Context: an optimization exercise on an open-source flow, tuned for small area, a short achievable clock period and few clock cycles per item. The choices shown serve that exercise and are no tape-out recipe. At most, simulation tests tie the RTL to the original design; equivalence was not proved. The flow treats the clock pin as an ideal source, which a real chip does not have.

Design booth_fsm, start of the top module:
module booth_fsm
# (parameter DATAWIDTH = 32)
(
  input                        clk,
  input                        rstn,
  input                        en,
  input        [DATAWIDTH-1:0] multiplier,
  input        [DATAWIDTH-1:0] multiplicand,
  output reg                   done,
  output reg [2*DATAWIDTH-1:0] product
);
For scale: ~2900 cells after synthesis, roughly 130 I/O pins, ~0.025 mm² of cells after synthesis.
==> flow/config.mk <==
export PLATFORM = sky130hd
export DESIGN_NAME = booth_fsm
export DESIGN_NICKNAME = booth_fsm
export VERILOG_FILES = /design/flow/design.v
export SDC_FILE = /design/flow/constraint.sdc
export NUM_CORES = 4
export LEC_CHECK = 0
export CAP_MARGIN = 20
export CORE_MARGIN = 2
export CORE_UTILIZATION = 40
export SETUP_SLACK_MARGIN = 0.3
export SLEW_MARGIN = 20
export SYNTH_HIERARCHICAL = 1
==> flow/constraint.sdc <==
create_clock -name core_clock -period 6.0 [get_ports {clk}]
set_input_delay 1.2000 -clock core_clock [delete_from_list [all_inputs] [get_ports {clk}]]
set_output_delay 1.2000 -clock core_clock [all_outputs]
set_load 0.01 [all_outputs]
standard.sh (not shown) runs the stock make flow with config.mk's settings and CLKGATE_MAP_FILE= SYNTH_SCRIPT=/design/flow/synth_recipe.tcl, a recipe that flattens the netlist after the stock synthesis.
==> flow/flow/run.sh <==
#!/bin/bash
# Own layout flow: the standard ORFS flow with two changes.
#  - ports are buffered with a plain buffer (buf_2) instead of the delay
#    buffer buffer_ports picks by default; every port still gets a buffer;
#  - before floorplanning, combinational cells that synthesis upsized are set
#    back to their smallest drive strength (registers are left alone); the
#    resizer then upsizes only what timing needs.
set -euo pipefail
here=$(pwd)
export BUFFER_PORTS_ARGS="-buffer_cell sky130_fd_sc_hd__buf_2"
export PRE_FLOORPLAN_TCL="$here/flow/downsize.tcl"
bash standard.sh > "$here/standard.log" 2>&1
==> flow/flow/downsize.tcl <==
# Set every combinational cell to the smallest-area cell of the library with
# the same function and pins (registers, clock, tap and tie cells unchanged).
set lib_cells [get_lib_cells */sky130_fd_sc_hd__*]
proc base_name {name} {
  if {[regexp {^(sky130_fd_sc_hd__[a-z0-9]+)_[0-9]+$} $name -> b]} { return $b }
  return ""
}
set area_of [dict create]
set group [dict create]
foreach c $lib_cells {
  set n [get_name $c]
  set b [base_name $n]
  if {$b eq ""} { continue }
  if {[get_property $c dont_use]} { continue }
  dict set area_of $n [get_property $c area]
  dict lappend group $b $n
}
set n_changed 0
foreach inst [get_cells *] {
  set m [get_name [get_lib_cells -of_objects $inst]]
  set b [base_name $m]
  if {$b eq "" || ![dict exists $group $b]} { continue }
  if {[regexp {(df|dl|sdf|edf|clk|conb|tap|fill|decap|buf|inv|probe|lpflow)} $b]} { continue }
  set best $m
  set best_area [dict get $area_of $m]
  foreach cand [dict get $group $b] {
    set a [dict get $area_of $cand]
    if {$a < $best_area || ($a == $best_area && [string match *_1 $cand])} {
      set best $cand
      set best_area $a
    }
  }
  if {$best ne $m} {
    replace_cell $inst $best
    incr n_changed
  }
}
puts "downsize: $n_changed cells set to their smallest drive strength"
The first run finished clean.
Testbench counts at the start, summed over its fixed seeds: cycles 2,048, items 2,048.
==> next run, changes <==
--- a/flow/flow/run.sh
+++ b/flow/flow/run.sh
@@ -7 +7,3 @@
-#    resizer then upsizes only what timing needs.
+#    resizer then upsizes only what timing needs;
+#  - before clock tree synthesis the buffers that timing-driven placement
+#    added are taken out again (flow/rebuffer.tcl).
@@ -11,0 +14 @@
+export PRE_CTS_TCL="$here/flow/rebuffer.tcl"
==> flow/flow/rebuffer.tcl (new file) <==
# Before clock tree synthesis: take out the buffers that timing-driven global
# placement inserted, fix only slew, capacitance and fanout again, and
# legalize; the repair after clock tree synthesis then buffers or sizes only
# the paths that need it.
set bufs [get_cells -quiet place*]
puts "rebuffer: removing [llength $bufs] placement buffers"
if {[llength $bufs] > 0} {
  remove_buffers $bufs
}
estimate_parasitics -placement
repair_design -cap_margin $::env(CAP_MARGIN) -slew_margin $::env(SLEW_MARGIN)
detailed_placement
- SETUP_SLACK_MARGIN: 0.3 -> default
=> Via count decreases by about 13%. Sequential cell count does not change. Design area went down by 18%. Worst hold slack is worse by 0.062 ns.
==> next run, changes <==
--- a/flow/flow/run.sh
+++ b/flow/flow/run.sh
@@ -7,3 +7 @@
-#    resizer then upsizes only what timing needs;
-#  - before clock tree synthesis the buffers that timing-driven placement
-#    added are taken out again (flow/rebuffer.tcl).
+#    resizer then upsizes only what timing needs.
@@ -14 +11,0 @@
-export PRE_CTS_TCL="$here/flow/rebuffer.tcl"
- GPL_TIMING_DRIVEN: default -> 0
removed: flow/flow/rebuffer.tcl
This time the run finished with setup timing left.
Final cell count came out higher by 7.2%.
Hold slack gains 0.066 ns.
Core utilization came out higher by 8.3 points.
Global-route usage came out higher by 4.0 points.
Routed wire length came out higher by about 22%.
Design area came out higher by about 18%.
Sequential share of layout area came out lower by 0.68 points.
Setup slack loses 0.12 ns.
Maximum frequency came out lower by about 2%.
==> next run, changes <==
--- a/flow/flow/run.sh
+++ b/flow/flow/run.sh
@@ -2 +2 @@
-# Own layout flow: the standard ORFS flow with two changes.
+# Own layout flow: the standard ORFS flow with three changes.
@@ -7 +7,7 @@
-#    resizer then upsizes only what timing needs.
+#    resizer then upsizes only what timing needs;
+#  - before clock tree synthesis the buffers that timing-driven placement
+#    added inside the design are taken out again and only slew, capacitance
+#    and fanout are repaired (flow/rebuffer.tcl); the usual timing repair
+#    after clock tree synthesis and global routing then does the rest.
+# Each ORFS step writes its full log under orfs/logs/; make's output goes to
+# standard.log here.
@@ -11,0 +18 @@
+export PRE_CTS_TCL="$here/flow/rebuffer.tcl"
==> flow/flow/rebuffer.tcl (new file) <==
# Before clock tree synthesis: take out the buffers that timing-driven global
# placement inserted inside the design (port buffers stay), fix slew,
# capacitance and fanout again, and legalize; the repair after clock tree
# synthesis then buffers or sizes only the paths that need it.
set_dont_use $::env(DONT_USE_CELLS)
set n 0
set block [ord::get_db_block]
foreach inst [$block getInsts] {
  if {![string match place* [$inst getName]]} { continue }
  set in_it [$inst findITerm A]
  set out_it [$inst findITerm X]
  if {$in_it eq "NULL" || $out_it eq "NULL"} { continue }
  set in_net [$in_it getNet]
  set out_net [$out_it getNet]
  if {[llength [$out_net getBTerms]] > 0} { continue }
  foreach it [$out_net getITerms] {
    if {[$it getInst] eq $inst} { continue }
    $it disconnect
    $it connect $in_net
  }
  $in_it disconnect
  $out_it disconnect
  odb::dbInst_destroy $inst
  odb::dbNet_destroy $out_net
  incr n
}
puts "rebuffer: removed $n placement buffers"
estimate_parasitics -placement
repair_design -cap_margin $::env(CAP_MARGIN) -slew_margin $::env(SLEW_MARGIN)
detailed_placement
- GPL_TIMING_DRIVEN: 0 -> default
Effect: This time the run passed the timing, design-rule and antenna checks. Die area does not change. Final area decreases by 5.7%. Sequential cell count does not change. Wire length decreases by 12%.

* * *

oak:
booth_fsm, a different RTL version from the one above (not shown whole).
Size: ~130 I/O pins, roughly 0.025 mm² of cells after synthesis.
export LEC_CHECK = 0
export CAP_MARGIN = 20
export CORE_MARGIN = 2
export CORE_UTILIZATION = 40
export PLACE_DENSITY = 0.75
export SLEW_MARGIN = 20
export SYNTH_HIERARCHICAL = 1
create_clock -name core_clock -period 6.0 [get_ports {clk}]
==> flow/flow/run.sh <==
#!/bin/bash
# Own layout flow: the standard ORFS flow with two changes.
#  - ports are buffered with a plain buffer (buf_2) instead of the delay
#    buffer buffer_ports picks by default; every port still gets a buffer;
#  - before floorplanning, combinational cells that synthesis upsized are set
#    back to their smallest drive strength (registers are left alone); the
#    resizer then upsizes only what timing needs.
set -euo pipefail
here=$(pwd)
export BUFFER_PORTS_ARGS="-buffer_cell sky130_fd_sc_hd__buf_2"
export PRE_FLOORPLAN_TCL="$here/flow/downsize.tcl"
bash standard.sh > "$here/standard.log" 2>&1
Scripts as last shown in full above: flow/flow/downsize.tcl
oak ran in full, but the layout does not pass; the checks complain about negative setup slack.
## Diff of input files: pine against oak
-- flow/flow/run.sh --
<<< oak, line 6
#    back to their smallest drive strength (registers are left alone); the
#    resizer then upsizes only what timing needs.
set -euo pipefail
>>> pine, line 6
#    back to their smallest drive strength (registers are left alone); the
#    resizer then upsizes only what timing needs;
#  - before clock tree synthesis the buffers that timing-driven placement
#    added are taken out again (flow/rebuffer.tcl).
set -euo pipefail
<<< oak, line 11
export PRE_FLOORPLAN_TCL="$here/flow/downsize.tcl"
bash standard.sh > "$here/standard.log" 2>&1
>>> pine, line 13
export PRE_FLOORPLAN_TCL="$here/flow/downsize.tcl"
export PRE_CTS_TCL="$here/flow/rebuffer.tcl"
bash standard.sh > "$here/standard.log" 2>&1
==> flow/flow/rebuffer.tcl (new file) <==
# Before clock tree synthesis: take out the buffers that timing-driven global
# placement inserted inside the design (port buffers stay), fix slew,
# capacitance and fanout again, and legalize; the repair after clock tree
# synthesis then buffers or sizes only the paths that need it.
set_dont_use $::env(DONT_USE_CELLS)
# the repair after clock tree synthesis aims for some slack, as routed
# wires come out slower than their placement estimates
set ::env(SETUP_SLACK_MARGIN) 0.3
set n 0
set block [ord::get_db_block]
foreach inst [$block getInsts] {
  if {![string match place* [$inst getName]]} { continue }
  set in_it [$inst findITerm A]
  set out_it [$inst findITerm X]
  if {$in_it eq "NULL" || $out_it eq "NULL"} { continue }
  set in_net [$in_it getNet]
  set out_net [$out_it getNet]
  if {[llength [$out_net getBTerms]] > 0} { continue }
  foreach it [$out_net getITerms] {
    if {[$it getInst] eq $inst} { continue }
    $it disconnect
    $it connect $in_net
  }
  $in_it disconnect
  $out_it disconnect
  odb::dbInst_destroy $inst
  odb::dbNet_destroy $out_net
  incr n
}
puts "rebuffer: removed $n placement buffers"
estimate_parasitics -placement
repair_design -cap_margin $::env(CAP_MARGIN) -slew_margin $::env(SLEW_MARGIN)
detailed_placement
-- flow/config.mk --
<<< oak, line 10
export CORE_UTILIZATION = 40
export PLACE_DENSITY = 0.75
export SLEW_MARGIN = 20
>>> pine, line 10
export CORE_UTILIZATION = 40
export SLEW_MARGIN = 20
[summary]
No stage failed in pine, and the final checks on the layout all came back clean.
After detailed routing, oak needs less wire than pine.
For the final area, pine came in 0.0016 mm² lower than oak did.
oak and pine ended up with roughly the same worst setup slack before clock tree synthesis.
met3 routing resource usage after global routing in pine is 1.6 points above oak.
Lower met2 capacity usage during global routing was reported by oak, not pine.
The following lists how birch was set up differently from pine:
==> flow/flow/run.sh <==
#!/bin/bash
# Own layout flow: the standard ORFS flow with two changes.
#  - ports are buffered with a plain buffer (buf_2) instead of the delay
#    buffer buffer_ports picks by default; every port still gets a buffer;
#  - before floorplanning, combinational cells that synthesis upsized are set
#    back to their smallest drive strength (registers are left alone); the
#    resizer then upsizes only what timing needs.
set -euo pipefail
here=$(pwd)
export BUFFER_PORTS_ARGS="-buffer_cell sky130_fd_sc_hd__buf_2"
export PRE_FLOORPLAN_TCL="$here/flow/downsize.tcl"
bash standard.sh > "$here/standard.log" 2>&1
removed: flow/flow/rebuffer.tcl
pine leaves more setup margin than birch. Routed wire length down 2.9 mm in birch wrt pine. Going from pine to birch, the count of plain and timing-repair buffers was found to have gone up by 406. [compare] base=pine new=birch: detailed-route via count rose about 4%; multi-input gate share of total cell area decreased by 5.8 points relative to the old numbers; required time of the critical path shows a reduction of 0.02 ns; final-stage net count picked up an extra 406.
No run of this note included a check of the RTL's function; only the layout flow was run.

[re-timing with driven ports]
No port has a modelled driver above. Below, the same layouts with a new extraction and two added sets of constraints. Step 1: set_driving_cell puts a clkbuf_16 on clk and a buf_2 on each other input, an assumption about the parent block. Step 2 also shifts input and output timing later by t, the mid clock arrival at the registers, as if the neighbouring blocks saw the same clock. a / b / c = ideal ports / drivers / drivers and shift; a / b = the first two.
run	t (ns)	slack for setup (ns)	worst setup path after step 2	slew at the worst register clock pin (ns)	worst data-port slew with drivers (ns)
the first run of note 1	0.394	0.093 / 0.022 / -0.372	input to register	0.07 / 0.07	0.14
the second run of note 1	0.395	0.103 / -1.039 / -1.434	input to register	0.07 / 0.07	1.46
the third run of note 1	0.398	-0.013 / -0.220 / -0.618	input to register	0.06 / 0.06	0.31
the fourth run of note 1	0.396	0.091 / -0.131 / -0.527	input to register	0.07 / 0.07	0.35
oak	0.457	-0.007 / 0.022 / -0.435	input to register	0.07 / 0.07	0.14
pine	0.463	0.161 / 0.016 / -0.447	input to register	0.08 / 0.08	0.31
birch	0.449	0.120 / 0.120 / -0.329	input to register	0.07 / 0.07	0.13
With both steps, setup timing fails in 5 of these runs, where it was met with ideal ports. The setup slack of the second run of note 1, which loses most, moves by -1.142 ns with the drivers and by -1.537 ns with both steps.
